What follows belongs to an exercise in optimizing a design on an open flow for small area and a short achievable clock period; a production flow would make more cautious choices. Function was checked by simulation only, so behaviour that the tests miss may differ from the original.

===== flow/design.v =====
module Mul12_CS (
    input  [11:0] a,
    input  [11:0] b,
    output [23:0] x,
    output [23:0] y
);
    wire s1, c1, s2, c2, s3, c3, s4, c4, s5, c5, s6, c6, s7, c7, s8, c8;
    wire s9, c9, s10, c10, s11, c11, s12, c12, s13, c13, s14, c14, s15, c15, s16, c16;
    wire s17, c17, s18, c18, s19, c19, s20, c20, s21, c21, s22, c22, s23, c23, s24, c24;
    wire s25, c25, s26, c26, s27, c27, s28, c28, s29, c29, s30, c30, s31, c31, s32, c32;
    wire s33, c33, s34, c34, s35, c35, s36, c36, s37, c37, s38, c38, s39, c39, s40, c40;
    wire s41, c41, s42, c42, s43, c43, s44, c44, s45, c45, s46, c46, s47, c47, s48, c48;
    wire s49, c49, s50, c50, s51, c51, s52, c52, s53, c53, s54, c54, s55, c55, s56, c56;
    wire s57, c57, s58, c58, s59, c59, s60, c60, s61, c61, s62, c62, s63, c63, s64, c64;
    wire s65, c65, s66, c66, s67, c67, s68, c68, s69, c69, s70, c70, s71, c71, s72, c72;
    wire s73, c73, s74, c74, s75, c75, s76, c76, s77, c77, s78, c78, s79, c79, s80, c80;
    wire s81, c81, s82, c82, s83, c83, s84, c84, s85, c85, s86, c86, s87, c87, s88, c88;
    wire s89, c89, s90, c90, s91, c91, s92, c92, s93, c93, s94, c94, s95, c95, s96, c96;
    wire s97, c97, s98, c98, s99, c99, s100, c100, s101, c101, s102, c102, s103, c103, s104, c104;
    wire s105, c105, s106, c106, s107, c107, s108, c108, s109, c109, s110, c110;
    assign s1 = ~((~(a[0] & b[9])) ^ (~(a[1] & b[8])));
    assign c1 = (~(a[0] & b[9])) | (~(a[1] & b[8]));
    assign {c2, s2} = {1'b0, (~(a[0] & b[10]))} + {1'b0, (~(a[1] & b[9]))} + {1'b0, (~(a[2] & b[8]))};
    assign s3 = ~((~(a[3] & b[7])) ^ (~(a[4] & b[6])));
    assign c3 = (~(a[3] & b[7])) | (~(a[4] & b[6]));
    assign {c4, s4} = {1'b0, (~(a[0] & b[11]))} + {1'b0, (~(a[1] & b[10]))} + {1'b0, (~(a[2] & b[9]))};
    assign {c5, s5} = {1'b0, (~(a[3] & b[8]))} + {1'b0, (~(a[4] & b[7]))} + {1'b0, (~(a[5] & b[6]))};
    assign s6 = ~((~(a[6] & b[5])) ^ (~(a[7] & b[4])));
    assign c6 = (~(a[6] & b[5])) | (~(a[7] & b[4]));
    assign {c7, s7} = {1'b0, (~(a[1] & b[11]))} + {1'b0, (~(a[2] & b[10]))} + {1'b0, (~(a[3] & b[9]))};
    assign {c8, s8} = {1'b0, (~(a[4] & b[8]))} + {1'b0, (~(a[5] & b[7]))} + {1'b0, (~(a[6] & b[6]))};
    assign s9 = ~((~(a[7] & b[5])) ^ (~(a[8] & b[4])));
    assign c9 = (~(a[7] & b[5])) | (~(a[8] & b[4]));
    assign {c10, s10} = {1'b0, (~(a[2] & b[11]))} + {1'b0, (~(a[3] & b[10]))} + {1'b0, (~(a[4] & b[9]))};
    assign {c11, s11} = {1'b0, (~(a[5] & b[8]))} + {1'b0, (~(a[6] & b[7]))} + {1'b0, (~(a[7] & b[6]))};
    assign {c12, s12} = {1'b0, (~(a[3] & b[11]))} + {1'b0, (~(a[4] & b[10]))} + {1'b0, (~(a[5] & b[9]))};
    assign s13 = ~((~(a[0] & b[6])) ^ (~(a[1] & b[5])));
    assign c13 = (~(a[0] & b[6])) | (~(a[1] & b[5]));
    assign {c14, s14} = {1'b0, (~(a[0] & b[7]))} + {1'b0, (~(a[1] & b[6]))} + {1'b0, (~(a[2] & b[5]))};
    assign s15 = ~((~(a[3] & b[4])) ^ (~(a[4] & b[3])));
    assign c15 = (~(a[3] & b[4])) | (~(a[4] & b[3]));
    assign {c16, s16} = {1'b0, (~(a[0] & b[8]))} + {1'b0, (~(a[1] & b[7]))} + {1'b0, (~(a[2] & b[6]))};
    assign {c17, s17} = {1'b0, (~(a[3] & b[5]))} + {1'b0, (~(a[4] & b[4]))} + {1'b0, (~(a[5] & b[3]))};
    assign s18 = ~((~(a[6] & b[2])) ^ (~(a[7] & b[1])));
    assign c18 = (~(a[6] & b[2])) | (~(a[7] & b[1]));
    assign {c19, s19} = {1'b0, s1} + {1'b0, (~(a[2] & b[7]))} + {1'b0, (~(a[3] & b[6]))};
    assign {c20, s20} = {1'b0, (~(a[4] & b[5]))} + {1'b0, (~(a[5] & b[4]))} + {1'b0, (~(a[6] & b[3]))};
    assign {c21, s21} = {1'b0, (~(a[7] & b[2]))} + {1'b0, (~(a[8] & b[1]))} + {1'b0, (~(a[9] & b[0]))};
    assign {c22, s22} = {1'b0, s2} + {1'b0, s3} + {1'b0, (~(a[5] & b[5]))};
    assign {c23, s23} = {1'b0, (~(a[6] & b[4]))} + {1'b0, (~(a[7] & b[3]))} + {1'b0, (~(a[8] & b[2]))};
    assign {c24, s24} = {1'b0, (~(a[9] & b[1]))} + {1'b0, (~(a[10] & b[0]))} + {1'b0, c1};
    assign {c25, s25} = {1'b0, s4} + {1'b0, s5} + {1'b0, s6};
    assign {c26, s26} = {1'b0, (~(a[8] & b[3]))} + {1'b0, (~(a[9] & b[2]))} + {1'b0, (~(a[10] & b[1]))};
    assign {c27, s27} = {1'b0, (~(a[11] & b[0]))} + {1'b0, c2} + {1'b0, c3};
    assign {c28, s28} = {1'b0, s7} + {1'b0, s8} + {1'b0, s9};
    assign {c29, s29} = {1'b0, (~(a[9] & b[3]))} + {1'b0, (~(a[10] & b[2]))} + {1'b0, (~(a[11] & b[1]))};
    assign {c30, s30} = {1'b0, c4} + {1'b0, c5} + {1'b0, c6};
    assign {c31, s31} = {1'b0, s10} + {1'b0, s11} + {1'b0, (~(a[8] & b[5]))};
    assign {c32, s32} = {1'b0, (~(a[9] & b[4]))} + {1'b0, (~(a[10] & b[3]))} + {1'b0, (~(a[11] & b[2]))};
    assign {c33, s33} = {1'b0, c7} + {1'b0, c8} + {1'b0, c9};
    assign {c34, s34} = {1'b0, s12} + {1'b0, (~(a[6] & b[8]))} + {1'b0, (~(a[7] & b[7]))};
    assign {c35, s35} = {1'b0, (~(a[8] & b[6]))} + {1'b0, (~(a[9] & b[5]))} + {1'b0, (~(a[10] & b[4]))};
    assign {c36, s36} = {1'b0, (~(a[11] & b[3]))} + {1'b0, c10} + {1'b0, c11};
    assign {c37, s37} = {1'b0, (~(a[4] & b[11]))} + {1'b0, (~(a[5] & b[10]))} + {1'b0, (~(a[6] & b[9]))};
    assign {c38, s38} = {1'b0, (~(a[7] & b[8]))} + {1'b0, (~(a[8] & b[7]))} + {1'b0, (~(a[9] & b[6]))};
    assign {c39, s39} = {1'b0, (~(a[10] & b[5]))} + {1'b0, (~(a[11] & b[4]))} + {1'b0, c12};
    assign {c40, s40} = {1'b0, (~(a[5] & b[11]))} + {1'b0, (~(a[6] & b[10]))} + {1'b0, (~(a[7] & b[9]))};
    assign {c41, s41} = {1'b0, (~(a[8] & b[8]))} + {1'b0, (~(a[9] & b[7]))} + {1'b0, (~(a[10] & b[6]))};
    assign {c42, s42} = {1'b0, (~(a[6] & b[11]))} + {1'b0, (~(a[7] & b[10]))} + {1'b0, (~(a[8] & b[9]))};
    assign s43 = ~((~(a[0] & b[4])) ^ (~(a[1] & b[3])));
    assign c43 = (~(a[0] & b[4])) | (~(a[1] & b[3]));
    assign {c44, s44} = {1'b0, (~(a[0] & b[5]))} + {1'b0, (~(a[1] & b[4]))} + {1'b0, (~(a[2] & b[3]))};
    assign s45 = ~((~(a[3] & b[2])) ^ (~(a[4] & b[1])));
    assign c45 = (~(a[3] & b[2])) | (~(a[4] & b[1]));
    assign {c46, s46} = {1'b0, s13} + {1'b0, (~(a[2] & b[4]))} + {1'b0, (~(a[3] & b[3]))};
    assign {c47, s47} = {1'b0, (~(a[4] & b[2]))} + {1'b0, (~(a[5] & b[1]))} + {1'b0, (~(a[6] & b[0]))};
    assign {c48, s48} = {1'b0, s14} + {1'b0, s15} + {1'b0, (~(a[5] & b[2]))};
    assign {c49, s49} = {1'b0, (~(a[6] & b[1]))} + {1'b0, (~(a[7] & b[0]))} + {1'b0, c13};
    assign {c50, s50} = {1'b0, s16} + {1'b0, s17} + {1'b0, s18};
    assign {c51, s51} = {1'b0, (~(a[8] & b[0]))} + {1'b0, c14} + {1'b0, c15};
    assign {c52, s52} = {1'b0, s19} + {1'b0, s20} + {1'b0, s21};
    assign {c53, s53} = {1'b0, c16} + {1'b0, c17} + {1'b0, c18};
    assign {c54, s54} = {1'b0, s22} + {1'b0, s23} + {1'b0, s24};
    assign {c55, s55} = {1'b0, c19} + {1'b0, c20} + {1'b0, c21};
    assign {c56, s56} = {1'b0, s25} + {1'b0, s26} + {1'b0, s27};
    assign {c57, s57} = {1'b0, c22} + {1'b0, c23} + {1'b0, c24};
    assign {c58, s58} = {1'b0, s28} + {1'b0, s29} + {1'b0, s30};
    assign {c59, s59} = {1'b0, c25} + {1'b0, c26} + {1'b0, c27};
    assign {c60, s60} = {1'b0, s31} + {1'b0, s32} + {1'b0, s33};
    assign {c61, s61} = {1'b0, c28} + {1'b0, c29} + {1'b0, c30};
    assign {c62, s62} = {1'b0, s34} + {1'b0, s35} + {1'b0, s36};
    assign {c63, s63} = {1'b0, c31} + {1'b0, c32} + {1'b0, c33};
    assign {c64, s64} = {1'b0, s37} + {1'b0, s38} + {1'b0, s39};
    assign {c65, s65} = {1'b0, c34} + {1'b0, c35} + {1'b0, c36};
    assign {c66, s66} = {1'b0, s40} + {1'b0, s41} + {1'b0, (~(a[11] & b[5]))};
    assign {c67, s67} = {1'b0, c37} + {1'b0, c38} + {1'b0, c39};
    assign {c68, s68} = {1'b0, s42} + {1'b0, (~(a[9] & b[8]))} + {1'b0, (~(a[10] & b[7]))};
    assign {c69, s69} = {1'b0, (~(a[11] & b[6]))} + {1'b0, c40} + {1'b0, c41};
    assign {c70, s70} = {1'b0, (~(a[7] & b[11]))} + {1'b0, (~(a[8] & b[10]))} + {1'b0, (~(a[9] & b[9]))};
    assign {c71, s71} = {1'b0, (~(a[10] & b[8]))} + {1'b0, (~(a[11] & b[7]))} + {1'b0, c42};
    assign {c72, s72} = {1'b0, (~(a[8] & b[11]))} + {1'b0, (~(a[9] & b[10]))} + {1'b0, (~(a[10] & b[9]))};
    assign s73 = ~((~(a[0] & b[3])) ^ (~(a[1] & b[2])));
    assign c73 = (~(a[0] & b[3])) | (~(a[1] & b[2]));
    assign {c74, s74} = {1'b0, s43} + {1'b0, (~(a[2] & b[2]))} + {1'b0, (~(a[3] & b[1]))};
    assign {c75, s75} = {1'b0, s44} + {1'b0, s45} + {1'b0, (~(a[5] & b[0]))};
    assign {c76, s76} = {1'b0, s46} + {1'b0, s47} + {1'b0, c44};
    assign {c77, s77} = {1'b0, s48} + {1'b0, s49} + {1'b0, c46};
    assign {c78, s78} = {1'b0, s50} + {1'b0, s51} + {1'b0, c48};
    assign {c79, s79} = {1'b0, s52} + {1'b0, s53} + {1'b0, c50};
    assign {c80, s80} = {1'b0, s54} + {1'b0, s55} + {1'b0, c52};
    assign {c81, s81} = {1'b0, s56} + {1'b0, s57} + {1'b0, c54};
    assign {c82, s82} = {1'b0, s58} + {1'b0, s59} + {1'b0, c56};
    assign {c83, s83} = {1'b0, s60} + {1'b0, s61} + {1'b0, c58};
    assign {c84, s84} = {1'b0, s62} + {1'b0, s63} + {1'b0, c60};
    assign {c85, s85} = {1'b0, s64} + {1'b0, s65} + {1'b0, c62};
    assign {c86, s86} = {1'b0, s66} + {1'b0, s67} + {1'b0, c64};
    assign {c87, s87} = {1'b0, s68} + {1'b0, s69} + {1'b0, c66};
    assign {c88, s88} = {1'b0, s70} + {1'b0, s71} + {1'b0, c68};
    assign {c89, s89} = {1'b0, s72} + {1'b0, (~(a[11] & b[8]))} + {1'b0, c70};
    assign {c90, s90} = {1'b0, (~(a[9] & b[11]))} + {1'b0, (~(a[10] & b[10]))} + {1'b0, (~(a[11] & b[9]))};
    assign s91 = ~((~(a[0] & b[2])) ^ (~(a[1] & b[1])));
    assign c91 = (~(a[0] & b[2])) | (~(a[1] & b[1]));
    assign {c92, s92} = {1'b0, s73} + {1'b0, (~(a[2] & b[1]))} + {1'b0, (~(a[3] & b[0]))};
    assign {c93, s93} = {1'b0, s74} + {1'b0, (~(a[4] & b[0]))} + {1'b0, c73};
    assign {c94, s94} = {1'b0, s75} + {1'b0, c43} + {1'b0, c74};
    assign {c95, s95} = {1'b0, s76} + {1'b0, c45} + {1'b0, c75};
    assign {c96, s96} = {1'b0, s77} + {1'b0, c47} + {1'b0, c76};
    assign {c97, s97} = {1'b0, s78} + {1'b0, c49} + {1'b0, c77};
    assign {c98, s98} = {1'b0, s79} + {1'b0, c51} + {1'b0, c78};
    assign {c99, s99} = {1'b0, s80} + {1'b0, c53} + {1'b0, c79};
    assign {c100, s100} = {1'b0, s81} + {1'b0, c55} + {1'b0, c80};
    assign {c101, s101} = {1'b0, s82} + {1'b0, c57} + {1'b0, c81};
    assign {c102, s102} = {1'b0, s83} + {1'b0, c59} + {1'b0, c82};
    assign {c103, s103} = {1'b0, s84} + {1'b0, c61} + {1'b0, c83};
    assign {c104, s104} = {1'b0, s85} + {1'b0, c63} + {1'b0, c84};
    assign {c105, s105} = {1'b0, s86} + {1'b0, c65} + {1'b0, c85};
    assign {c106, s106} = {1'b0, s87} + {1'b0, c67} + {1'b0, c86};
    assign {c107, s107} = {1'b0, s88} + {1'b0, c69} + {1'b0, c87};
    assign {c108, s108} = {1'b0, s89} + {1'b0, c71} + {1'b0, c88};
    assign {c109, s109} = {1'b0, s90} + {1'b0, c72} + {1'b0, c89};
    assign {c110, s110} = {1'b0, (~(a[10] & b[11]))} + {1'b0, (~(a[11] & b[10]))} + {1'b0, c90};
    assign x = ~{1'b1, (~(a[11] & b[11])), s110, s109, s108, s107, s106, s105, s104, s103, s102, s101, s100, s99, s98, s97, s96, s95, s94, s93, s92, s91, (~(a[0] & b[1])), (~(a[0] & b[0]))};
    assign y = ~{1'b1, c110, c109, c108, c107, c106, c105, c104, c103, c102, c101, c100, c99, c98, c97, c96, c95, c94, c93, c92, c91, (~(a[2] & b[0])), (~(a[1] & b[0])), 1'b1};
endmodule
module Tab_P12 (input [3:0] h, output [12:0] t);
    assign t[0] = (~h[3] & ~h[2] & ~h[1] & ~h[0]) | (~h[3] & ~h[2] & h[1] & h[0]) | (~h[3] & h[2] & ~h[1] & h[0]) | (~h[3] & h[2] & h[1] & ~h[0]) | (h[3] & ~h[2] & ~h[1] & ~h[0]) | (h[3] & ~h[2] & h[1] & ~h[0]) | (h[3] & ~h[2] & h[1] & h[0]) | (h[3] & h[2] & ~h[1] & h[0]);
    assign t[1] = (~h[3] & ~h[2] & h[1] & ~h[0]) | (~h[3] & h[2] & ~h[1] & h[0]) | (h[3] & ~h[2] & ~h[1] & ~h[0]) | (h[3] & ~h[2] & ~h[1] & h[0]) | (h[3] & ~h[2] & h[1] & h[0]) | (h[3] & h[2] & ~h[1] & ~h[0]) | (h[3] & h[2] & h[1] & h[0]);
    assign t[2] = (~h[3] & ~h[2] & h[1] & ~h[0]) | (~h[3] & ~h[2] & h[1] & h[0]) | (~h[3] & h[2] & ~h[1] & ~h[0]) | (h[3] & ~h[2] & ~h[1] & ~h[0]) | (h[3] & ~h[2] & ~h[1] & h[0]) | (h[3] & ~h[2] & h[1] & ~h[0]) | (h[3] & h[2] & h[1] & h[0]);
    assign t[3] = (~h[3] & ~h[2] & h[1] & ~h[0]) | (~h[3] & ~h[2] & h[1] & h[0]) | (~h[3] & h[2] & ~h[1] & ~h[0]) | (~h[3] & h[2] & ~h[1] & h[0]) | (~h[3] & h[2] & h[1] & ~h[0]) | (~h[3] & h[2] & h[1] & h[0]) | (h[3] & h[2] & h[1] & h[0]);
    assign t[4] = (~h[3] & ~h[2] & h[1] & ~h[0]) | (~h[3] & ~h[2] & h[1] & h[0]) | (~h[3] & h[2] & ~h[1] & ~h[0]) | (~h[3] & h[2] & ~h[1] & h[0]) | (~h[3] & h[2] & h[1] & ~h[0]) | (~h[3] & h[2] & h[1] & h[0]) | (h[3] & ~h[2] & ~h[1] & ~h[0]) | (h[3] & ~h[2] & ~h[1] & h[0]) | (h[3] & ~h[2] & h[1] & ~h[0]) | (h[3] & ~h[2] & h[1] & h[0]) | (h[3] & h[2] & ~h[1] & ~h[0]) | (h[3] & h[2] & ~h[1] & h[0]) | (h[3] & h[2] & h[1] & ~h[0]);
    assign t[5] = (~h[3] & ~h[2] & h[1] & ~h[0]) | (~h[3] & ~h[2] & h[1] & h[0]) | (~h[3] & h[2] & ~h[1] & ~h[0]) | (~h[3] & h[2] & ~h[1] & h[0]) | (~h[3] & h[2] & h[1] & ~h[0]) | (~h[3] & h[2] & h[1] & h[0]) | (h[3] & ~h[2] & ~h[1] & ~h[0]) | (h[3] & ~h[2] & ~h[1] & h[0]) | (h[3] & ~h[2] & h[1] & ~h[0]) | (h[3] & ~h[2] & h[1] & h[0]) | (h[3] & h[2] & ~h[1] & ~h[0]) | (h[3] & h[2] & ~h[1] & h[0]) | (h[3] & h[2] & h[1] & ~h[0]) | (h[3] & h[2] & h[1] & h[0]);
    assign t[6] = (~h[3] & ~h[2] & h[1] & ~h[0]) | (~h[3] & ~h[2] & h[1] & h[0]) | (~h[3] & h[2] & ~h[1] & ~h[0]) | (~h[3] & h[2] & ~h[1] & h[0]) | (~h[3] & h[2] & h[1] & ~h[0]) | (~h[3] & h[2] & h[1] & h[0]) | (h[3] & ~h[2] & ~h[1] & ~h[0]) | (h[3] & ~h[2] & ~h[1] & h[0]) | (h[3] & ~h[2] & h[1] & ~h[0]) | (h[3] & ~h[2] & h[1] & h[0]) | (h[3] & h[2] & ~h[1] & ~h[0]) | (h[3] & h[2] & ~h[1] & h[0]) | (h[3] & h[2] & h[1] & ~h[0]) | (h[3] & h[2] & h[1] & h[0]);
    assign t[7] = (~h[3] & ~h[2] & h[1] & ~h[0]) | (~h[3] & ~h[2] & h[1] & h[0]) | (~h[3] & h[2] & ~h[1] & ~h[0]) | (~h[3] & h[2] & ~h[1] & h[0]) | (~h[3] & h[2] & h[1] & ~h[0]) | (~h[3] & h[2] & h[1] & h[0]) | (h[3] & ~h[2] & ~h[1] & ~h[0]) | (h[3] & ~h[2] & ~h[1] & h[0]) | (h[3] & ~h[2] & h[1] & ~h[0]) | (h[3] & ~h[2] & h[1] & h[0]) | (h[3] & h[2] & ~h[1] & ~h[0]) | (h[3] & h[2] & ~h[1] & h[0]) | (h[3] & h[2] & h[1] & ~h[0]) | (h[3] & h[2] & h[1] & h[0]);
    assign t[8] = (~h[3] & ~h[2] & ~h[1] & ~h[0]) | (~h[3] & ~h[2] & h[1] & ~h[0]) | (~h[3] & h[2] & ~h[1] & ~h[0]) | (~h[3] & h[2] & h[1] & h[0]) | (h[3] & ~h[2] & ~h[1] & h[0]) | (h[3] & h[2] & ~h[1] & ~h[0]) | (h[3] & h[2] & h[1] & ~h[0]) | (h[3] & h[2] & h[1] & h[0]);
    assign t[9] = (~h[3] & h[2] & ~h[1] & ~h[0]) | (~h[3] & h[2] & ~h[1] & h[0]) | (~h[3] & h[2] & h[1] & h[0]) | (h[3] & ~h[2] & ~h[1] & ~h[0]) | (h[3] & ~h[2] & h[1] & h[0]) | (h[3] & h[2] & h[1] & ~h[0]);
    assign t[10] = (~h[3] & ~h[2] & ~h[1] & ~h[0]) | (~h[3] & ~h[2] & h[1] & ~h[0]) | (~h[3] & h[2] & ~h[1] & h[0]) | (~h[3] & h[2] & h[1] & ~h[0]) | (~h[3] & h[2] & h[1] & h[0]) | (h[3] & ~h[2] & ~h[1] & h[0]) | (h[3] & ~h[2] & h[1] & h[0]) | (h[3] & h[2] & ~h[1] & h[0]) | (h[3] & h[2] & h[1] & ~h[0]) | (h[3] & h[2] & h[1] & h[0]);
    assign t[11] = (~h[3] & ~h[2] & ~h[1] & ~h[0]) | (~h[3] & ~h[2] & h[1] & h[0]) | (~h[3] & h[2] & ~h[1] & ~h[0]) | (~h[3] & h[2] & ~h[1] & h[0]) | (h[3] & ~h[2] & ~h[1] & ~h[0]) | (h[3] & ~h[2] & ~h[1] & h[0]) | (h[3] & h[2] & ~h[1] & ~h[0]) | (h[3] & h[2] & ~h[1] & h[0]) | (h[3] & h[2] & h[1] & ~h[0]);
    assign t[12] = (~h[3] & ~h[2] & ~h[1] & h[0]) | (h[3] & ~h[2] & h[1] & ~h[0]);
endmodule
module Tab_P16 (input [3:0] h, output [11:0] t);
    assign t[0] = (~h[3] & ~h[2] & ~h[1] & h[0]) | (~h[3] & ~h[2] & h[1] & ~h[0]) | (~h[3] & ~h[2] & h[1] & h[0]) | (~h[3] & h[2] & h[1] & h[0]) | (h[3] & ~h[2] & ~h[1] & ~h[0]) | (h[3] & ~h[2] & ~h[1] & h[0]) | (h[3] & h[2] & ~h[1] & h[0]) | (h[3] & h[2] & h[1] & ~h[0]) | (h[3] & h[2] & h[1] & h[0]);
    assign t[1] = (~h[3] & h[2] & ~h[1] & ~h[0]) | (~h[3] & h[2] & ~h[1] & h[0]) | (~h[3] & h[2] & h[1] & ~h[0]) | (~h[3] & h[2] & h[1] & h[0]) | (h[3] & ~h[2] & ~h[1] & ~h[0]) | (h[3] & ~h[2] & ~h[1] & h[0]);
    assign t[2] = (~h[3] & ~h[2] & ~h[1] & h[0]) | (~h[3] & ~h[2] & h[1] & h[0]) | (~h[3] & h[2] & ~h[1] & h[0]) | (~h[3] & h[2] & h[1] & h[0]) | (h[3] & ~h[2] & ~h[1] & h[0]) | (h[3] & ~h[2] & h[1] & ~h[0]) | (h[3] & h[2] & ~h[1] & ~h[0]) | (h[3] & h[2] & h[1] & ~h[0]);
    assign t[3] = (~h[3] & ~h[2] & ~h[1] & h[0]) | (~h[3] & ~h[2] & h[1] & ~h[0]) | (~h[3] & h[2] & ~h[1] & h[0]) | (~h[3] & h[2] & h[1] & ~h[0]) | (h[3] & ~h[2] & ~h[1] & h[0]) | (h[3] & ~h[2] & h[1] & ~h[0]) | (h[3] & ~h[2] & h[1] & h[0]) | (h[3] & h[2] & h[1] & ~h[0]) | (h[3] & h[2] & h[1] & h[0]);
    assign t[4] = (~h[3] & ~h[2] & h[1] & ~h[0]) | (~h[3] & h[2] & ~h[1] & ~h[0]) | (~h[3] & h[2] & ~h[1] & h[0]) | (~h[3] & h[2] & h[1] & h[0]) | (h[3] & ~h[2] & h[1] & ~h[0]) | (h[3] & h[2] & ~h[1] & ~h[0]) | (h[3] & h[2] & h[1] & h[0]);
    assign t[5] = (~h[3] & ~h[2] & ~h[1] & h[0]) | (~h[3] & h[2] & ~h[1] & ~h[0]) | (~h[3] & h[2] & h[1] & h[0]) | (h[3] & ~h[2] & ~h[1] & ~h[0]) | (h[3] & ~h[2] & h[1] & ~h[0]) | (h[3] & ~h[2] & h[1] & h[0]) | (h[3] & h[2] & h[1] & ~h[0]);
    assign t[6] = (~h[3] & ~h[2] & ~h[1] & h[0]) | (~h[3] & ~h[2] & h[1] & ~h[0]) | (~h[3] & ~h[2] & h[1] & h[0]) | (~h[3] & h[2] & h[1] & h[0]) | (h[3] & ~h[2] & ~h[1] & ~h[0]) | (h[3] & ~h[2] & ~h[1] & h[0]) | (h[3] & h[2] & h[1] & ~h[0]) | (h[3] & h[2] & h[1] & h[0]);
    assign t[7] = (~h[3] & ~h[2] & ~h[1] & h[0]) | (~h[3] & ~h[2] & h[1] & ~h[0]) | (~h[3] & ~h[2] & h[1] & h[0]) | (~h[3] & h[2] & ~h[1] & ~h[0]) | (~h[3] & h[2] & ~h[1] & h[0]) | (~h[3] & h[2] & h[1] & ~h[0]) | (h[3] & h[2] & h[1] & ~h[0]) | (h[3] & h[2] & h[1] & h[0]);
    assign t[8] = (~h[3] & h[2] & ~h[1] & ~h[0]) | (~h[3] & h[2] & ~h[1] & h[0]) | (~h[3] & h[2] & h[1] & ~h[0]) | (h[3] & ~h[2] & h[1] & ~h[0]) | (h[3] & ~h[2] & h[1] & h[0]) | (h[3] & h[2] & ~h[1] & ~h[0]) | (h[3] & h[2] & h[1] & ~h[0]) | (h[3] & h[2] & h[1] & h[0]);
    assign t[9] = (~h[3] & h[2] & h[1] & h[0]) | (h[3] & ~h[2] & ~h[1] & ~h[0]) | (h[3] & ~h[2] & ~h[1] & h[0]) | (h[3] & ~h[2] & h[1] & ~h[0]) | (h[3] & ~h[2] & h[1] & h[0]) | (h[3] & h[2] & ~h[1] & ~h[0]) | (h[3] & h[2] & h[1] & ~h[0]) | (h[3] & h[2] & h[1] & h[0]);
    assign t[10] = (~h[3] & ~h[2] & h[1] & ~h[0]) | (~h[3] & h[2] & ~h[1] & h[0]) | (h[3] & ~h[2] & ~h[1] & ~h[0]) | (h[3] & ~h[2] & h[1] & h[0]) | (h[3] & h[2] & ~h[1] & h[0]) | (h[3] & h[2] & h[1] & ~h[0]);
    assign t[11] = (~h[3] & ~h[2] & ~h[1] & h[0]) | (~h[3] & h[2] & ~h[1] & ~h[0]) | (~h[3] & h[2] & h[1] & h[0]) | (h[3] & ~h[2] & h[1] & ~h[0]) | (h[3] & h[2] & ~h[1] & h[0]);
endmodule
module Tab_P20 (input [3:0] h, output [14:0] t);
    assign t[0] = (~h[3] & ~h[2] & ~h[1] & h[0]) | (~h[3] & ~h[2] & h[1] & h[0]) | (~h[3] & h[2] & ~h[1] & h[0]) | (~h[3] & h[2] & h[1] & h[0]) | (h[3] & ~h[2] & ~h[1] & h[0]) | (h[3] & ~h[2] & h[1] & h[0]) | (h[3] & h[2] & ~h[1] & h[0]) | (h[3] & h[2] & h[1] & h[0]);
    assign t[1] = (~h[3] & ~h[2] & h[1] & ~h[0]) | (~h[3] & ~h[2] & h[1] & h[0]) | (~h[3] & h[2] & h[1] & ~h[0]) | (~h[3] & h[2] & h[1] & h[0]) | (h[3] & ~h[2] & h[1] & ~h[0]) | (h[3] & ~h[2] & h[1] & h[0]) | (h[3] & h[2] & h[1] & ~h[0]) | (h[3] & h[2] & h[1] & h[0]);
    assign t[2] = (~h[3] & ~h[2] & ~h[1] & h[0]) | (~h[3] & ~h[2] & h[1] & h[0]) | (~h[3] & h[2] & ~h[1] & ~h[0]) | (~h[3] & h[2] & h[1] & ~h[0]) | (h[3] & ~h[2] & ~h[1] & h[0]) | (h[3] & ~h[2] & h[1] & h[0]) | (h[3] & h[2] & ~h[1] & ~h[0]) | (h[3] & h[2] & h[1] & ~h[0]);
    assign t[3] = (~h[3] & ~h[2] & h[1] & ~h[0]) | (~h[3] & ~h[2] & h[1] & h[0]) | (~h[3] & h[2] & ~h[1] & h[0]) | (~h[3] & h[2] & h[1] & ~h[0]) | (h[3] & ~h[2] & ~h[1] & ~h[0]) | (h[3] & ~h[2] & ~h[1] & h[0]) | (h[3] & h[2] & ~h[1] & ~h[0]) | (h[3] & h[2] & h[1] & h[0]);
    assign t[4] = (~h[3] & h[2] & ~h[1] & ~h[0]) | (~h[3] & h[2] & ~h[1] & h[0]) | (~h[3] & h[2] & h[1] & ~h[0]) | (h[3] & ~h[2] & h[1] & ~h[0]) | (h[3] & ~h[2] & h[1] & h[0]) | (h[3] & h[2] & ~h[1] & ~h[0]);
    assign t[5] = (~h[3] & h[2] & h[1] & h[0]) | (h[3] & ~h[2] & ~h[1] & ~h[0]) | (h[3] & ~h[2] & ~h[1] & h[0]) | (h[3] & ~h[2] & h[1] & ~h[0]) | (h[3] & ~h[2] & h[1] & h[0]) | (h[3] & h[2] & ~h[1] & ~h[0]);
    assign t[6] = (~h[3] & ~h[2] & ~h[1] & h[0]) | (~h[3] & ~h[2] & h[1] & h[0]) | (~h[3] & h[2] & ~h[1] & h[0]) | (~h[3] & h[2] & h[1] & h[0]) | (h[3] & ~h[2] & ~h[1] & h[0]) | (h[3] & ~h[2] & h[1] & h[0]) | (h[3] & h[2] & h[1] & ~h[0]);
    assign t[7] = (~h[3] & ~h[2] & ~h[1] & h[0]) | (~h[3] & ~h[2] & h[1] & ~h[0]) | (~h[3] & h[2] & ~h[1] & h[0]) | (~h[3] & h[2] & h[1] & ~h[0]) | (h[3] & ~h[2] & ~h[1] & h[0]) | (h[3] & ~h[2] & h[1] & ~h[0]) | (h[3] & h[2] & h[1] & ~h[0]) | (h[3] & h[2] & h[1] & h[0]);
    assign t[8] = (~h[3] & ~h[2] & ~h[1] & h[0]) | (~h[3] & ~h[2] & h[1] & ~h[0]) | (~h[3] & ~h[2] & h[1] & h[0]) | (~h[3] & h[2] & ~h[1] & ~h[0]) | (h[3] & ~h[2] & ~h[1] & h[0]) | (h[3] & ~h[2] & h[1] & ~h[0]) | (h[3] & ~h[2] & h[1] & h[0]) | (h[3] & h[2] & ~h[1] & ~h[0]) | (h[3] & h[2] & ~h[1] & h[0]);
    assign t[9] = (~h[3] & ~h[2] & ~h[1] & h[0]) | (~h[3] & ~h[2] & h[1] & ~h[0]) | (~h[3] & ~h[2] & h[1] & h[0]) | (~h[3] & h[2] & ~h[1] & ~h[0]) | (~h[3] & h[2] & ~h[1] & h[0]) | (~h[3] & h[2] & h[1] & ~h[0]) | (~h[3] & h[2] & h[1] & h[0]) | (h[3] & ~h[2] & ~h[1] & ~h[0]);
    assign t[10] = (~h[3] & ~h[2] & ~h[1] & h[0]) | (~h[3] & ~h[2] & h[1] & ~h[0]) | (~h[3] & ~h[2] & h[1] & h[0]) | (~h[3] & h[2] & ~h[1] & ~h[0]) | (~h[3] & h[2] & ~h[1] & h[0]) | (~h[3] & h[2] & h[1] & ~h[0]) | (~h[3] & h[2] & h[1] & h[0]) | (h[3] & ~h[2] & ~h[1] & ~h[0]) | (h[3] & ~h[2] & ~h[1] & h[0]) | (h[3] & ~h[2] & h[1] & ~h[0]) | (h[3] & ~h[2] & h[1] & h[0]) | (h[3] & h[2] & ~h[1] & ~h[0]) | (h[3] & h[2] & ~h[1] & h[0]) | (h[3] & h[2] & h[1] & ~h[0]) | (h[3] & h[2] & h[1] & h[0]);
    assign t[11] = (~h[3] & ~h[2] & ~h[1] & h[0]) | (~h[3] & ~h[2] & h[1] & ~h[0]) | (~h[3] & ~h[2] & h[1] & h[0]) | (~h[3] & h[2] & ~h[1] & ~h[0]) | (~h[3] & h[2] & ~h[1] & h[0]) | (~h[3] & h[2] & h[1] & ~h[0]) | (~h[3] & h[2] & h[1] & h[0]) | (h[3] & ~h[2] & ~h[1] & ~h[0]) | (h[3] & ~h[2] & ~h[1] & h[0]) | (h[3] & ~h[2] & h[1] & ~h[0]) | (h[3] & ~h[2] & h[1] & h[0]) | (h[3] & h[2] & ~h[1] & ~h[0]) | (h[3] & h[2] & ~h[1] & h[0]) | (h[3] & h[2] & h[1] & ~h[0]) | (h[3] & h[2] & h[1] & h[0]);
    assign t[12] = (~h[3] & ~h[2] & ~h[1] & h[0]) | (~h[3] & ~h[2] & h[1] & ~h[0]) | (~h[3] & ~h[2] & h[1] & h[0]) | (~h[3] & h[2] & ~h[1] & ~h[0]) | (~h[3] & h[2] & ~h[1] & h[0]) | (~h[3] & h[2] & h[1] & ~h[0]) | (~h[3] & h[2] & h[1] & h[0]) | (h[3] & ~h[2] & ~h[1] & ~h[0]) | (h[3] & ~h[2] & ~h[1] & h[0]) | (h[3] & ~h[2] & h[1] & ~h[0]) | (h[3] & ~h[2] & h[1] & h[0]) | (h[3] & h[2] & ~h[1] & ~h[0]) | (h[3] & h[2] & ~h[1] & h[0]) | (h[3] & h[2] & h[1] & ~h[0]) | (h[3] & h[2] & h[1] & h[0]);
    assign t[13] = (~h[3] & ~h[2] & ~h[1] & h[0]) | (~h[3] & ~h[2] & h[1] & ~h[0]) | (~h[3] & ~h[2] & h[1] & h[0]) | (~h[3] & h[2] & ~h[1] & ~h[0]) | (~h[3] & h[2] & ~h[1] & h[0]) | (~h[3] & h[2] & h[1] & ~h[0]) | (~h[3] & h[2] & h[1] & h[0]) | (h[3] & ~h[2] & ~h[1] & ~h[0]) | (h[3] & ~h[2] & ~h[1] & h[0]) | (h[3] & ~h[2] & h[1] & ~h[0]) | (h[3] & ~h[2] & h[1] & h[0]) | (h[3] & h[2] & ~h[1] & ~h[0]) | (h[3] & h[2] & ~h[1] & h[0]) | (h[3] & h[2] & h[1] & ~h[0]) | (h[3] & h[2] & h[1] & h[0]);
    assign t[14] = (~h[3] & ~h[2] & ~h[1] & h[0]) | (~h[3] & ~h[2] & h[1] & ~h[0]) | (~h[3] & ~h[2] & h[1] & h[0]) | (~h[3] & h[2] & ~h[1] & ~h[0]) | (~h[3] & h[2] & ~h[1] & h[0]) | (~h[3] & h[2] & h[1] & ~h[0]) | (~h[3] & h[2] & h[1] & h[0]) | (h[3] & ~h[2] & ~h[1] & ~h[0]) | (h[3] & ~h[2] & ~h[1] & h[0]) | (h[3] & ~h[2] & h[1] & ~h[0]) | (h[3] & ~h[2] & h[1] & h[0]) | (h[3] & h[2] & ~h[1] & ~h[0]) | (h[3] & h[2] & ~h[1] & h[0]) | (h[3] & h[2] & h[1] & ~h[0]) | (h[3] & h[2] & h[1] & h[0]);
endmodule
module CSA #(parameter W = 8) (
    input  [W-1:0] a,
    input  [W-1:0] b,
    input  [W-1:0] c,
    output [W-1:0] s,
    output [W-1:0] y       
);
    wire [W-1:0] maj;
    genvar i;
    generate
        for (i = 0; i < W; i = i + 1) begin : bit_
            assign {maj[i], s[i]} = {1'b0, a[i]} + {1'b0, b[i]} + {1'b0, c[i]};
        end
    endgenerate
    assign y = {maj[W-2:0], 1'b0};
endmodule
module Butterfly_Unit (
    input clk,
    input reset,
    input [1:0] operation,   
    input valid_in,
    input [11:0] a_in,
    input [11:0] b_in,
    input [11:0] zeta,
    output reg [11:0] a_out,
    output reg [11:0] b_out,
    output reg valid_out
);
    localparam [12:0] Q = 13'd3329;
    wire        intt0 = operation[0];
    wire        zero0 = operation[1];
    wire [12:0] d0    = {1'b0, a_in} - {1'b0, b_in};
    wire [12:0] ds0, dc0;
    CSA #(13) csa_d (.a({1'b0, a_in}), .b({1'b1, ~b_in}), .c(13'd3330), .s(ds0), .y(dc0));
    wire [12:0] dq0   = ds0 + dc0;                                   
    wire [11:0] m0    = !intt0 ? b_in : (d0[12] ? dq0[11:0] : d0[11:0]);
    wire [12:0] s0    = {1'b0, a_in & {12{~zero0}}} + {1'b0, b_in & {12{intt0 & ~zero0}}};
    reg [11:0] m1, z1;
    reg [12:0] s1;
    reg        op1;
    reg        v1;
    always @(posedge clk) begin
        m1  <= m0;
        s1  <= s0;
        z1  <= zeta & {12{~zero0}};
        op1 <= intt0;
    end
    wire [23:0] px1, py1;
    Mul12_CS mul (.a(z1), .b(m1), .x(px1), .y(py1));
    reg [23:0] px2, py2;
    reg [12:0] s2;
    reg        op2;
    reg        v2;
    always @(posedge clk) begin
        px2 <= px1;
        py2 <= py1;
        s2  <= s1;
        op2 <= op1;
    end
    wire [11:0] h2 = px2[23:12] + py2[23:12];
    wire [12:0] t0;
    wire [11:0] t1;
    wire [14:0] t2;
    Tab_P12 tab0 (.h(h2[3:0]),  .t(t0));
    Tab_P16 tab1 (.h(h2[7:4]),  .t(t1));
    Tab_P20 tab2 (.h(h2[11:8]), .t(t2));
    wire [14:0] sa, ca, sb, cb, sc, cc;
    CSA #(15) csa_a (.a({3'b000, px2[11:0]}), .b({3'b000, py2[11:0]}), .c({2'b00, t0}), .s(sa), .y(ca));
    CSA #(15) csa_b (.a(sa), .b(ca), .c({3'b000, t1}), .s(sb), .y(cb));
    CSA #(15) csa_c (.a(sb), .b(cb), .c(t2), .s(sc), .y(cc));
    reg [14:0] xs3, xc3;
    reg [12:0] s3;
    reg        op3;
    reg        v3;
    always @(posedge clk) begin
        xs3 <= sc;
        xc3 <= cc;
        s3  <= s2;
        op3 <= op2;
    end
    wire [14:0] x3  = xs3 + xc3;
    wire        ge1 = x3 >= 15'd3329;
    wire        ge2 = x3 >= 15'd6658;
    wire        ge3 = x3 >= 15'd9987;
    wire        ge4 = x3 >= 15'd13316;
    wire [11:0] x31 = x3[11:0] + 12'd767;
    wire [11:0] x32 = x3[11:0] + 12'd1534;
    wire [11:0] x33 = x3[11:0] + 12'd2301;
    wire [11:0] x34 = x3[11:0] + 12'd3068;
    wire [11:0] r3  = ge4 ? x34 : ge3 ? x33 : ge2 ? x32 : ge1 ? x31 : x3[11:0];
    reg [11:0] r4;
    reg [12:0] s4;
    reg        op4;
    reg        v4;
    always @(posedge clk) begin
        r4  <= r3;
        s4  <= s3;
        op4 <= op3;
    end
    wire [11:0] rn4 = r4 & {12{~op4}};
    wire [12:0] t4  = s4 + {1'b0, rn4};                            
    wire        tg4 = t4 >= 13'd3329;
    wire [11:0] tm4 = t4[11:0] + 12'd767;
    wire [11:0] ao4 = tg4 ? tm4 : t4[11:0];
    wire [12:0] u4  = {1'b0, s4[11:0]} - {1'b0, r4};
    wire [11:0] uq4 = u4[11:0] + 12'd3329;
    wire [11:0] bo4 = op4 ? r4 : (u4[12] ? uq4 : u4[11:0]);
    always @(posedge clk) begin
        a_out <= ao4;
        b_out <= bo4;
    end
    always @(posedge clk) begin
        if (reset) begin
            v1 <= 1'b0; v2 <= 1'b0; v3 <= 1'b0; v4 <= 1'b0; valid_out <= 1'b0;
        end else begin
            v1 <= valid_in; v2 <= v1; v3 <= v2; v4 <= v3; valid_out <= v4;
        end
    end
endmodule

===== flow/run.sh =====
#!/bin/bash
# synth_recipe.tcl (not shown) runs the flow's synth.tcl, then flattens the netlist and writes it again
# the make line also repeats each setting of config.mk as NAME=value (left out here)
make -C /OpenROAD-flow-scripts/flow DESIGN_CONFIG=/design/flow/config.mk WORK_HOME=/design/flow/orfs CLKGATE_MAP_FILE= SYNTH_SCRIPT=/design/flow/synth_recipe.tcl finish

===== flow/config.mk =====
export PLATFORM = sky130hd
export DESIGN_NAME = Butterfly_Unit
export DESIGN_NICKNAME = Butterfly_Unit
export VERILOG_FILES = /design/flow/design.v
export SDC_FILE = /design/flow/constraint.sdc
export NUM_CORES = 4
export LEC_CHECK = 0
export CAP_MARGIN = 20
export CELL_PAD_IN_SITES_DETAIL_PLACEMENT = 0
export CELL_PAD_IN_SITES_GLOBAL_PLACEMENT = 0
export CORE_MARGIN = 2
export CORE_UTILIZATION = 55
export SETUP_SLACK_MARGIN = 3.0
export SLEW_MARGIN = 20
export TNS_END_PERCENT = 0

===== flow/constraint.sdc =====
create_clock -name core_clock -period 6.5 [get_ports {clk}]
set_input_delay 1.3000 -clock core_clock [delete_from_list [all_inputs] [get_ports {clk}]]
set_output_delay 1.3000 -clock core_clock [all_outputs]
set_load 0.01 [all_outputs]

==> results of run 1 <==
[path summary, 6_finish.rpt]
check	end	startpoint	slack [ns]	cells past startpoint
max	r4[11]$_DFF_P_	xc3[1]$_DFF_P_	2.91	15
min	s3[0]$_DFF_P_	s2[0]$_DFF_P_	0.32	0
max reg2reg	r4[11]$_DFF_P_	xc3[1]$_DFF_P_	2.91	15
min reg2reg	s3[0]$_DFF_P_	s2[0]$_DFF_P_	0.32	0
[repair_timing]
action / CTS / global route
pin swaps: 57 / 70
resized for setup: 134 / 89
setup endpoints to repair: 85 / 91
setup buffers: 68 / 19
cloned: 4 / 0
[metrics by stage]
stage | hold WS [ns] | utilization | setup slack, ns | cells
global placement | 0.310 | 0.595 | 1.96 | 1890
global route | 0.331 | 0.683 | 2.81 | 2013
finish | 0.323 | 0.683 | 2.91 | 2013
floorplan | 0.310 | - | 2.90 | 1546
CTS | 0.324 | 0.662 | 2.93 | 1994
detailed placement | 0.312 | 0.595 | 1.89 | 1890
[cell families after synthesis]
family                     synth area share
AOI/OAI and AO/OA                     0.150
DFF                                   0.266
muxes                                0.0101
adders and majority gates             0.299
and+or+nand+nor                       0.156
buffers and inverters                0.0578
xor gates and xnor gates             0.0615
[flip-flops by register name (all words and copies together), names as in the netlist, 12 cells and up]
name   flops
r4        12
py2       22
m1        12
b_out     12
a_out     12
s3        13
xc3       14
px2       23
s4        13
s1        13
z1        12
s2        13
xs3       15
[cell usage after synthesis, types with 14 or more instances]
cell and n:
a21o_1 28, a21oi_1 79, and2_1 144, and3_1 14, clkbuf_1 48, dfxtp_1 195, fa_1 147, ha_1 115
inv_1 155, nand2_1 89, nand3_1 18, nor2_1 76, nor2b_1 27, nor3_1 26, o211ai_1 15, o21ai_0 70
o21bai_1 16, xnor2_1 61, xor2_1 42
[per-layer routing]
layer | wire length (um) | global-route usage
met3 | 1330 | 0.0381
met4 | 561 | 0.0575
met2 | 17300 | 0.448
met5 | 0 | 0
met1 | 15200 | 0.328
[layout make-up]
type,instances,area (um^2)
sequential,195,3920
clock inverter,14,190
multi-input combinational,1138,10800
inverter,155,586
timing repair buffer,158,1460
clock buffer,18,429
fill,2108,8300
tap,335,419
[critical path, delay by kind of cell, from the launching register on]
kind                       cells  cell delay (ns)
AOI/OAI and AO/OA              6             1.54
buffers and inverters          6             0.76
adders and majority gates      2             0.59
xor gates and xnor gates       1             0.29
DFF                            1             0.33
==> run notes, run 1 <==
Netlist Area Pre-Place=14,700 um^2; Avg Inst Size Synth=between 9 and 10 um^2; die height=167 um; total global-route track usage=0.253; share of cells above drive strength 1=0.170; full die area=28,000 um^2; min cycle time layout=3.59 ns; Min-Delay Path Class=reg -> reg; relative slew slack=0.474; EDFF count, synth=0; commonest non-fill, non-tap cell in the layout=dfxtp_1; CTS Buf Count=17; total length of routed wires=34,400 um; Final Slew Violations=0; Distinct cells, synth=78; worst path required time=~6.8 ns; CP Class=reg -> reg; most used cell, CP=buf_4; maxcap violations=0; ANT nets after route=0; pin count of the biggest net entering global routing=23; Setup Skew=0.0210 ns; Clk pin slew, worst setup/hold paths=around 0.09 ns; Max Fclk=roughly 0.28 GHz; RSZ-0062 raised after global routing=true; Warnings, synthesis=1; Initial Util=0.562; leading area contributor after synthesis=dfxtp_1; Startpoint Class=flip-flop; ys flop type=dfxtp_1; DRT Pass-1 Iters=19; Worst Path Arrival=approximately 4 ns; final instance area=approximately 18,000 um^2; initial antenna violation count=0; Bufs on Longest Clock Path=2; commonest cells after routing, fill and taps aside=188 x dfxtp_1, 148 x inv_1, 144 x and2_1, 141 x fa_1, 101 x ha_1; hold buffer count at CTS=0; CTS Sinks=195; Post-Syn Nets=1,849; crit path capture type=flip-flop; setup TNS=0 ns; GPL Wtd Cong=0.890; first-pass GRT wire length=57,000 um; top post-synthesis cells by area=dfxtp_1 27%, fa_1 20%, ha_1 9.8%; worst skew pair latency=0.44 ns; CP max stage delay=0.42 ns; Worst Tran Pin Value=between 0.7 and 0.8 ns; Synth async-reset ratio=0; DP Wirelength=between 20,000 and 25,000 um; Placed Area=between 15,000 and 20,000 um^2; Synth Instances=1,546; Antenna diodes=0; H-tree depth=4; vias in the first global route=11,430; Critical-path top delay cell=fa_2; top-area cell type share of the netlist area=0.266; Iter 0 DRT Violations=roughly 650; status=timing/DRC/antenna clean; fin crit share=0.552; Remaining Overflow, GRT=0; Root Buffer=clkbuf_16; CTS tree=done; Layout area overhead=21.5%; nets=~2,000; WL/cell=17.1 um; register bit total from synthesis=195; core area=26,100 um^2; Worst Path Max Fanout=5; Cell Chain, Critical Path=ha_4 -> fa_2 -> a211o_4 -> a211o_4 -> a211oi_4 -> o211ai_1 -> buf_4 -> buf_4 -> buf_6 -> buf_6 -> buf_4 -> buf_4 -> o211ai_1 -> o31ai_2 -> xnor2_1; via count=around 11,000; PortBufs=between 60 and 70; Fin. Hold Viols=0; Die Wd=167 um; Vias per Instance=5.54; Seq/Total Area, Yosys=0.266; Post-route DRC=0; io pins=66; row count=59; setup violation total in the final timing report=0
==> inputs of run 2 (changes only) <==
--- a/flow/config.mk
+++ b/flow/config.mk
@@ -7,3 +7,3 @@
 export LEC_CHECK = 0
-export CAP_MARGIN = 20
+export CAP_MARGIN = 5
 export CELL_PAD_IN_SITES_DETAIL_PLACEMENT = 0
@@ -13,3 +13,3 @@
 export SETUP_SLACK_MARGIN = 3.0
-export SLEW_MARGIN = 20
+export SLEW_MARGIN = 5
 export TNS_END_PERCENT = 0
==> run 2 against run 1 <==
Still clean on timing, DRC and antenna. Critical path depth stayed put. Hold slack is the same. Die area is the same. Largest cell class unchanged.
==> run notes, run 2 <==
Warnings, synthesis=1; Post-Syn Nets=1,849; Max Fclk=0.279 GHz; crit path capture type=flip-flop; worst path required time=6.84 ns; Die Wd=approximately 170 um; CTS Buf Count=17; Startpoint Class=flip-flop; PortBufs=65; total length of routed wires=34,400 um; pin count of the biggest net entering global routing=23; Bufs on Longest Clock Path=2; CTS Sinks=195; via count=between 10,000 and 15,000; Placed Area=15,500 um^2; Synth top cells by count=195 x dfxtp_1, 155 x inv_1, 147 x fa_1; core area=26,100 um^2; Fin. Hold Viols=0; Util after Layout=0.683; Simple-Gate Fraction of Synth Area=0.156; Buf+Inv Stages, Crit Path=6; die height=between 150 and 200 um; full die area=28,000 um^2; xor/xnor share of the synthesized area=0.0615; DRT Pass-1 Iters=19; vias in the first global route=11,430; top post-synthesis cells by area=dfxtp_1 27%, fa_1 20%, ha_1 9.8%; Compound-Gate Fraction of Synth Area=0.150; DP Wirelength=24,700 um; Antenna diodes=0; GPL Wtd Cong=0.890; Avg Inst Size Synth=roughly 9.5 um^2; total of fill cells in the finished design=2,108; Root Buffer=clkbuf_16; placed cell count=1,890; register area=3920 um^2; relative slew slack=0.474; H-tree depth=4; top flop regs=px2 (23), py2 (22), xs3 (15); setup violation total in the final timing report=0; largest reg by FF count=px2; hold slack final=roughly 0.32 ns; status=timing/DRC/antenna clean; Min-Delay Path Class=reg -> reg; register bit total from synthesis=195; leading area contributor after synthesis=dfxtp_1; Critical-path top delay cell=fa_2; Cell Chain, Critical Path=ha_4 -> fa_2 -> a211o_4 -> a211o_4 -> a211oi_4 -> o211ai_1 -> buf_4 -> buf_4 -> buf_6 -> buf_6 -> buf_4 -> buf_4 -> o211ai_1 -> o31ai_2 -> xnor2_1; top-area cell type share of the netlist area=0.266; Worst Path Max Fanout=5; nets=1,968; Seq/Total Area, Yosys=0.266; Synth Area in Adders=0.299; Final Slew Violations=0; Vias per Instance=between 5 and 6; Initial Util=0.562; EDFF count, synth=0; CTS tree=done; worst skew pair latency=0.44 ns; Clk pin slew, worst setup/hold paths=about 0.090 ns; setup slack at placement=around 1.9 ns; first-pass GRT wire length=57,000 um; Worst Tran Pin Value=~0.79 ns; CP max stage delay=0.42 ns; io pins=66; multiplexer area fraction after synthesis=0.0101; Crit path max-delay family=compound AO/OA/AOI/OAI gates; commonest non-fill, non-tap cell in the layout=dfxtp_1; share of cells above drive strength 1=0.170; initial antenna violation count=0; min cycle time layout=roughly 3.6 ns; Iter 0 DRT Violations=roughly 650; Synth Instances=1,546; Layout area overhead=21.5%; Netlist Area Pre-Place=14,700 um^2; hold buffer count at CTS=0; commonest cells after routing, fill and taps aside=188 x dfxtp_1, 148 x inv_1, 144 x and2_1, 141 x fa_1, 101 x ha_1; CP Class=reg -> reg; Setup Skew=0.0210 ns; most used cell, CP=buf_4; Worst Path Arrival=3.92 ns; Remaining Overflow, GRT=0; row count=59; final instance area=17,800 um^2; largest family of logic cells by synthesized area=adder cells; maxcap violations=0; Finished Layout Cells=around 2,000; Distinct cells, synth=78; WL/cell=~17 um; total global-route track usage=0.253; most common cell in the netlist=dfxtp_1; area of the multi-input gates=10,800 um^2; ys flop type=dfxtp_1; Post-route DRC=0; max reg flops=23; Worst Setup Slack, final=2.91 ns; ANT nets after route=0; Synth async-reset ratio=0; RSZ-0062 raised after global routing=true; setup TNS=0 ns; fin crit share=0.552
run 2: cell counts after synthesis:
No cell type changed its count.
run 2: routing by layer:
| metal | vias up | part of all wire | global-route usage |
|---|---|---|---|
| li1 | 5383 | - | - |
| met5 | - | 0 | 0 |
| met4 | 0 | 0.016 | 0.0575 |
| met1 | 5478 | 0.44 | 0.328 |
| met3 | 51 | 0.039 | 0.0381 |
| met2 | 235 | 0.50 | 0.448 |
run 2: logic make-up after synthesis:
logic type	Yosys count
compound gates	322
xor+xnor	103
fa+ha+maj	263
buf+inv	214
flops	195
mux	14
simple gates	435
run 2: what timing repair did:
action	in CTS	in global routing
pin swaps	57	70
setup endpoints to repair	85	91
buffers inserted	68	19
gates cloned	4	0
resized for setup	134	89
run 2: final timing paths:
path / from / end / slack, ns / depth (start not counted)
worst min register to register: s2[0]$_DFF_P_ / s3[0]$_DFF_P_ / 0.32 / 0
worst max register to register: xc3[1]$_DFF_P_ / r4[11]$_DFF_P_ / 2.91 / 15
worst max-delay path: xc3[1]$_DFF_P_ / r4[11]$_DFF_P_ / 2.91 / 15
worst min-delay path: s2[0]$_DFF_P_ / s3[0]$_DFF_P_ / 0.32 / 0
run 2: layout make-up:
cell class | instances | share of cell area
Multi-Input combinational cell | 1138 | 0.607
Sequential cell | 195 | 0.219
Timing Repair Buffer | 158 | 0.0821
Inverter | 155 | 0.0328
Clock buffer | 18 | 0.0241
Tap cell | 335 | 0.0235
Clock inverter | 14 | 0.0107

re-timing with driven ports:
The results above use ideal ports. As a check the final layouts listed here were re-extracted and re-timed, cells and wires unchanged.
Step 1, drivers: a clkbuf_16 drives clk and a buf_2 each remaining input, both assumed.
Step 2, shift: input delay + t, output delay - t, t = (earliest + latest rising clock arrival at the registers) / 2. This alone moves slack from input paths to output paths.
a / b / c = ideal / step 1 / step 2; a / b = the first two.
run	shift t [ns]	slack for setup (ns)	worst setup path after step 2	worst data-port slew with drivers (ns)	cell pins on the clock port's net
run 1	0.482	2.913 / 2.913 / 2.520	input to register	0.03	1
run 2	0.482	2.913 / 2.913 / 2.520	input to register	0.03	1
After both steps every run listed still meets setup and hold.
